Context: an optimization exercise on an open-source flow, tuned for small area, a short achievable clock period and few clock cycles. The choices shown serve that exercise and are no tape-out recipe.

red:
==> module cpu_core, before the edit <==
module cpu_core (
    output      logic   hlt_o,           
    output      logic   mem_write_o,     
    output      logic   mem_store_o,     
    output      addr_t  mem_waddr_o,     
    output      byte_t  mem_wdata_o,     
    input  wire logic   wr_fwd_i,        
    input  wire addr_t  wr_addr_i,       
    input  wire byte_t  wr_data_i,       
    output      logic [2:0] mem_addr_ev_o,   
    input  wire byte_t  mem_data_ev_i,
    output      logic [2:0] mem_addr_od_o,   
    input  wire byte_t  mem_data_od_i,
    output      addr_t  mem_eaddr_o,     
    input  wire byte_t  mem_edata_i,
    output      logic   out_strobe_o,    
    output      byte_t  out_value_o,     
    input  wire logic   reset_i,
    input  wire logic   clk_en_i,
    input  wire logic   clk
);
addr_t      q;                           
byte_t      ir0;                         
byte_t      ir1;                         
logic       ctl0;                        
addr_t      darg;                        
byte_t      a;                           
logic       cf;                          
logic       zf;                          
logic       o_rdy;                       
function automatic logic is_ctl(input logic [3:0] op);
    is_ctl = (op == NOP) || (op == JMP) || (op == JC) || (op == JZ) ||
           (op == NOP_9) || (op == NOP_A) || (op == NOP_B) || (op == NOP_C) || (op == NOP_D);
endfunction
function automatic logic is_nop(input logic [3:0] op);
    is_nop = (op == NOP) || (op == NOP_9) || (op == NOP_A) || (op == NOP_B) || (op == NOP_C) || (op == NOP_D);
endfunction
function automatic logic [8:0] add8(input logic [7:0] x, input logic [7:0] y, input logic ci);
    logic [8:0] g, p, gn, pn;
    logic [8:0] c;
    g = {x & y, ci};
    p = {x ^ y, 1'b0};
    for (int d = 1; d < 9; d = d * 2) begin
        gn = g;
        pn = p;
        for (int i = d; i < 9; i++) begin
            gn[i] = g[i] | (p[i] & g[i-d]);
            pn[i] = p[i] & p[i-d];
        end
        g = gn;
        p = pn;
    end
    c = g;
    add8 = {c[8], (x ^ y) ^ c[7:0]};
endfunction
op_t        op0, op1, dop;
addr_t      arg0, arg1;
logic       run;
logic       tk0, tk1;
byte_t      opnd;
logic       sum_zero;
logic       fold1;
logic       dval;
logic       halt_e;
addr_t      nq, nq1;
logic       fwd0, fwd1;
byte_t      f0, f1;
logic       sub;
logic [8:0] alu;
always_comb op0     = op_t'(ir0[7:4]);
always_comb op1     = op_t'(ir1[7:4]);
always_comb arg0    = ir0[3:0];
always_comb arg1    = ir1[3:0];
always_comb run     = clk_en_i && !hlt_o;
always_comb dop     = ctl0 ? op1 : op0;
always_comb tk0     = (op0 == JMP) || (op0 == JC && cf) || (op0 == JZ && zf);
always_comb tk1     = (op1 == JMP) || (op1 == JC && cf) ||
                      (op1 == JZ && ((op0 == LDI) ? (arg0 == 4'h0) : zf));
always_comb fold1   = (is_nop(op1) || op1 == JMP || op1 == HLT || (op1 == OUT && op0 != OUT) ||
                       (op1 == JC && op0 != ADD && op0 != SUB) ||
                       (op1 == JZ && (op0 == STA || op0 == OUT || op0 == LDI))) &&
                      !(op0 == STA && arg0 == q + 4'h1);
always_comb begin
    dval    = 1'b0;
    halt_e  = 1'b0;
    nq      = q + 4'h1;
    nq1     = q + 4'h2;
    if (ctl0) begin
        if (tk0) begin
            nq      = arg0;
            nq1     = arg0 + 4'h1;
        end else begin
            dval    = 1'b1;
            halt_e  = (op1 == HLT);
            if (is_ctl(op1) && tk1) begin
                nq      = arg1;
                nq1     = arg1 + 4'h1;
            end else begin
                nq      = q + 4'h2;
                nq1     = q + 4'h3;
            end
        end
    end else if (op0 == HLT) begin
        halt_e  = 1'b1;
    end else begin
        dval    = 1'b1;
        if (fold1) begin
            halt_e  = (op1 == HLT);
            if (tk1) begin
                nq      = arg1;
                nq1     = arg1 + 4'h1;
            end else begin
                nq      = q + 4'h2;
                nq1     = q + 4'h3;
            end
        end
    end
    if (reset_i) begin
        nq      = 4'h0;
        nq1     = 4'h1;
    end
end
always_comb fwd0    = wr_fwd_i && wr_addr_i == nq;
always_comb fwd1    = wr_fwd_i && wr_addr_i == nq1;
always_comb f0      = fwd0 ? wr_data_i : (nq[0] ? mem_data_od_i : mem_data_ev_i);
always_comb f1      = fwd1 ? wr_data_i : (nq[0] ? mem_data_ev_i : mem_data_od_i);
always_comb sub     = (dop == SUB);
always_comb opnd    = mem_edata_i ^ {8{sub}};
always_comb alu     = add8(a, opnd, sub);
always_comb sum_zero = ((a ^ opnd) == {a[6:0] | opnd[6:0], sub});
always_comb mem_addr_ev_o = nq1[3:1];
always_comb mem_addr_od_o = nq[3:1];
always_comb mem_eaddr_o  = darg;
always_comb mem_store_o  = dval && (dop == STA);
always_comb mem_write_o  = run && mem_store_o;
always_comb mem_waddr_o  = darg;
always_comb mem_wdata_o  = a;
always_comb out_strobe_o = o_rdy;
always_comb out_value_o  = a;            
always_ff @(posedge clk) begin
    if (reset_i) begin
        q       <= 4'h0;
        ir0     <= f0;
        ir1     <= f1;
        ctl0    <= is_ctl(f0[7:4]);
        darg    <= is_ctl(f0[7:4]) ? f1[3:0] : f0[3:0];
        a       <= '0;
        cf      <= 1'b0;
        zf      <= 1'b1;
        o_rdy   <= 1'b0;
        hlt_o   <= 1'b0;
    end else begin
        o_rdy   <= 1'b0;
        if (run) begin
            q       <= nq;
            ir0     <= f0;
            ir1     <= f1;
            ctl0    <= is_ctl(f0[7:4]);
            darg    <= is_ctl(f0[7:4]) ? f1[3:0] : f0[3:0];
            if (dval) begin
                case (dop)
                    LDA: begin
                        a       <= mem_edata_i;
                        zf      <= (mem_edata_i == 8'h00);
                    end
                    ADD, SUB: begin
                        a       <= alu[7:0];
                        cf      <= alu[8] ^ sub;
                        zf      <= sum_zero;
                    end
                    LDI: begin
                        a       <= {4'h0, darg};
                        zf      <= (darg == 4'h0);
                    end
                    OUT:    o_rdy    <= 1'b1;
                    default: ;
                endcase
            end
            if (!ctl0 && fold1 && op1 == OUT) begin
                o_rdy   <= 1'b1;
            end
            if (halt_e || f0[7:4] == HLT || (is_nop(f0[7:4]) && f1[7:4] == HLT)) begin
                hlt_o   <= 1'b1;
            end
        end
    end
end
endmodule
Settings: LEC_CHECK=0, ABC_AREA=1, CAP_MARGIN=20, CORE_MARGIN=2, CORE_UTILIZATION=40, SETUP_SLACK_MARGIN=2.5, SLEW_MARGIN=20; clock period 7.0 ns.
run.sh (not shown) runs the stock make flow with config.mk's settings and CLKGATE_MAP_FILE= SYNTH_SCRIPT=/design/flow/synth_recipe.tcl, a recipe that flattens the netlist after the stock synthesis.
For blue, these inputs were changed with respect to red:
--- a/flow/design.v
+++ b/flow/design.v
@@ -52,7 +52,6 @@
 addr_t      darg;                        
 byte_t      a;                           
 logic       cf;                          
-logic       zf;                          
 logic       o_rdy;                       
 function automatic logic is_ctl(input logic [3:0] op);
     is_ctl = (op == NOP) || (op == JMP) || (op == JC) || (op == JZ) ||
@@ -61,30 +60,11 @@
 function automatic logic is_nop(input logic [3:0] op);
     is_nop = (op == NOP) || (op == NOP_9) || (op == NOP_A) || (op == NOP_B) || (op == NOP_C) || (op == NOP_D);
 endfunction
-function automatic logic [8:0] add8(input logic [7:0] x, input logic [7:0] y, input logic ci);
-    logic [8:0] g, p, gn, pn;
-    logic [8:0] c;
-    g = {x & y, ci};
-    p = {x ^ y, 1'b0};
-    for (int d = 1; d < 9; d = d * 2) begin
-        gn = g;
-        pn = p;
-        for (int i = d; i < 9; i++) begin
-            gn[i] = g[i] | (p[i] & g[i-d]);
-            pn[i] = p[i] & p[i-d];
-        end
-        g = gn;
-        p = pn;
-    end
-    c = g;
-    add8 = {c[8], (x ^ y) ^ c[7:0]};
-endfunction
 op_t        op0, op1, dop;
 addr_t      arg0, arg1;
 logic       run;
+logic       zf;
 logic       tk0, tk1;
-byte_t      opnd;
-logic       sum_zero;
 logic       fold1;
 logic       dval;
 logic       halt_e;
@@ -98,11 +78,12 @@
 always_comb arg0    = ir0[3:0];
 always_comb arg1    = ir1[3:0];
 always_comb run     = clk_en_i && !hlt_o;
+always_comb zf      = (a == 8'h00);
 always_comb dop     = ctl0 ? op1 : op0;
 always_comb tk0     = (op0 == JMP) || (op0 == JC && cf) || (op0 == JZ && zf);
 always_comb tk1     = (op1 == JMP) || (op1 == JC && cf) ||
                       (op1 == JZ && ((op0 == LDI) ? (arg0 == 4'h0) : zf));
-always_comb fold1   = (is_nop(op1) || op1 == JMP || op1 == HLT || (op1 == OUT && op0 != OUT) ||
+always_comb fold1   = (is_nop(op1) || op1 == JMP || op1 == HLT ||
                        (op1 == JC && op0 != ADD && op0 != SUB) ||
                        (op1 == JZ && (op0 == STA || op0 == OUT || op0 == LDI))) &&
                       !(op0 == STA && arg0 == q + 4'h1);
@@ -151,9 +132,7 @@
 always_comb f0      = fwd0 ? wr_data_i : (nq[0] ? mem_data_od_i : mem_data_ev_i);
 always_comb f1      = fwd1 ? wr_data_i : (nq[0] ? mem_data_ev_i : mem_data_od_i);
 always_comb sub     = (dop == SUB);
-always_comb opnd    = mem_edata_i ^ {8{sub}};
-always_comb alu     = add8(a, opnd, sub);
-always_comb sum_zero = ((a ^ opnd) == {a[6:0] | opnd[6:0], sub});
+always_comb alu     = {1'b0, a} + {1'b0, mem_edata_i ^ {8{sub}}} + {8'h00, sub};
 always_comb mem_addr_ev_o = nq1[3:1];
 always_comb mem_addr_od_o = nq[3:1];
 always_comb mem_eaddr_o  = darg;
@@ -172,7 +151,6 @@
         darg    <= is_ctl(f0[7:4]) ? f1[3:0] : f0[3:0];
         a       <= '0;
         cf      <= 1'b0;
-        zf      <= 1'b1;
         o_rdy   <= 1'b0;
         hlt_o   <= 1'b0;
     end else begin
@@ -185,25 +163,15 @@
             darg    <= is_ctl(f0[7:4]) ? f1[3:0] : f0[3:0];
             if (dval) begin
                 case (dop)
-                    LDA: begin
-                        a       <= mem_edata_i;
-                        zf      <= (mem_edata_i == 8'h00);
-                    end
+                    LDA:    a        <= mem_edata_i;
                     ADD, SUB: begin
                         a       <= alu[7:0];
                         cf      <= alu[8] ^ sub;
-                        zf      <= sum_zero;
                     end
-                    LDI: begin
-                        a       <= {4'h0, darg};
-                        zf      <= (darg == 4'h0);
-                    end
+                    LDI:    a        <= {4'h0, darg};
                     OUT:    o_rdy    <= 1'b1;
                     default: ;
                 endcase
-            end
-            if (!ctl0 && fold1 && op1 == OUT) begin
-                o_rdy   <= 1'b1;
             end
             if (halt_e || f0[7:4] == HLT || (is_nop(f0[7:4]) && f1[7:4] == HLT)) begin
                 hlt_o   <= 1'b1;
--- outcome ---
blue ends up with a xor/xnor cell area share of the yosys netlist that is 0.28 points lower than in red. blue ends up with a critical path's largest stage delay that is 0.13 ns lower than in red. Looking at post-synthesis sequential element count, blue sits 1 lower than red does. Comparing worst hold slack for red and blue, the bigger number came from red. Re number of nets produced by synthesis: red and blue aren't equal, and the lower value belongs to blue. Taking red as the reference, in blue maximum frequency from static timing analysis dropped 0.0029 GHz; register area share after synthesis climbed 1.7 points; wire length reported by the detailed router dropped 0.99%. STATUS worst setup slack after placement: blue loses against red.
No run of this note included a check of the RTL's function; only the layout flow was run.

static timing again, ports no longer ideal:
How much do the figures lean on ideal ports? The routed layouts below were timed once more, with nothing changed but the port constraints.
Step 1, drivers: a clkbuf_16 drives clk and a buf_2 each remaining input, both assumed.
Step 2 times the ports against the registers' clock, not the clock port: input delays grow and output delays shrink by t, the midpoint of the rising clock arrivals with the driver on.
Three values: ideal ports, drivers, drivers and shift; two values: the first two.
| run | shift t [ns] | slack for setup (ns) | clock arrival spread, ns |
|---|---|---|---|
| red | 0.477 | 2.720 / 2.720 / 2.419 | 0.014 / 0.014 |
| blue | 0.489 | 2.666 / 2.689 / 2.200 | 0.028 / 0.028 |
After both steps every run listed still meets setup and hold. The setup slack of blue, which loses most, moves by +0.023 ns with the drivers and by -0.466 ns with both steps.
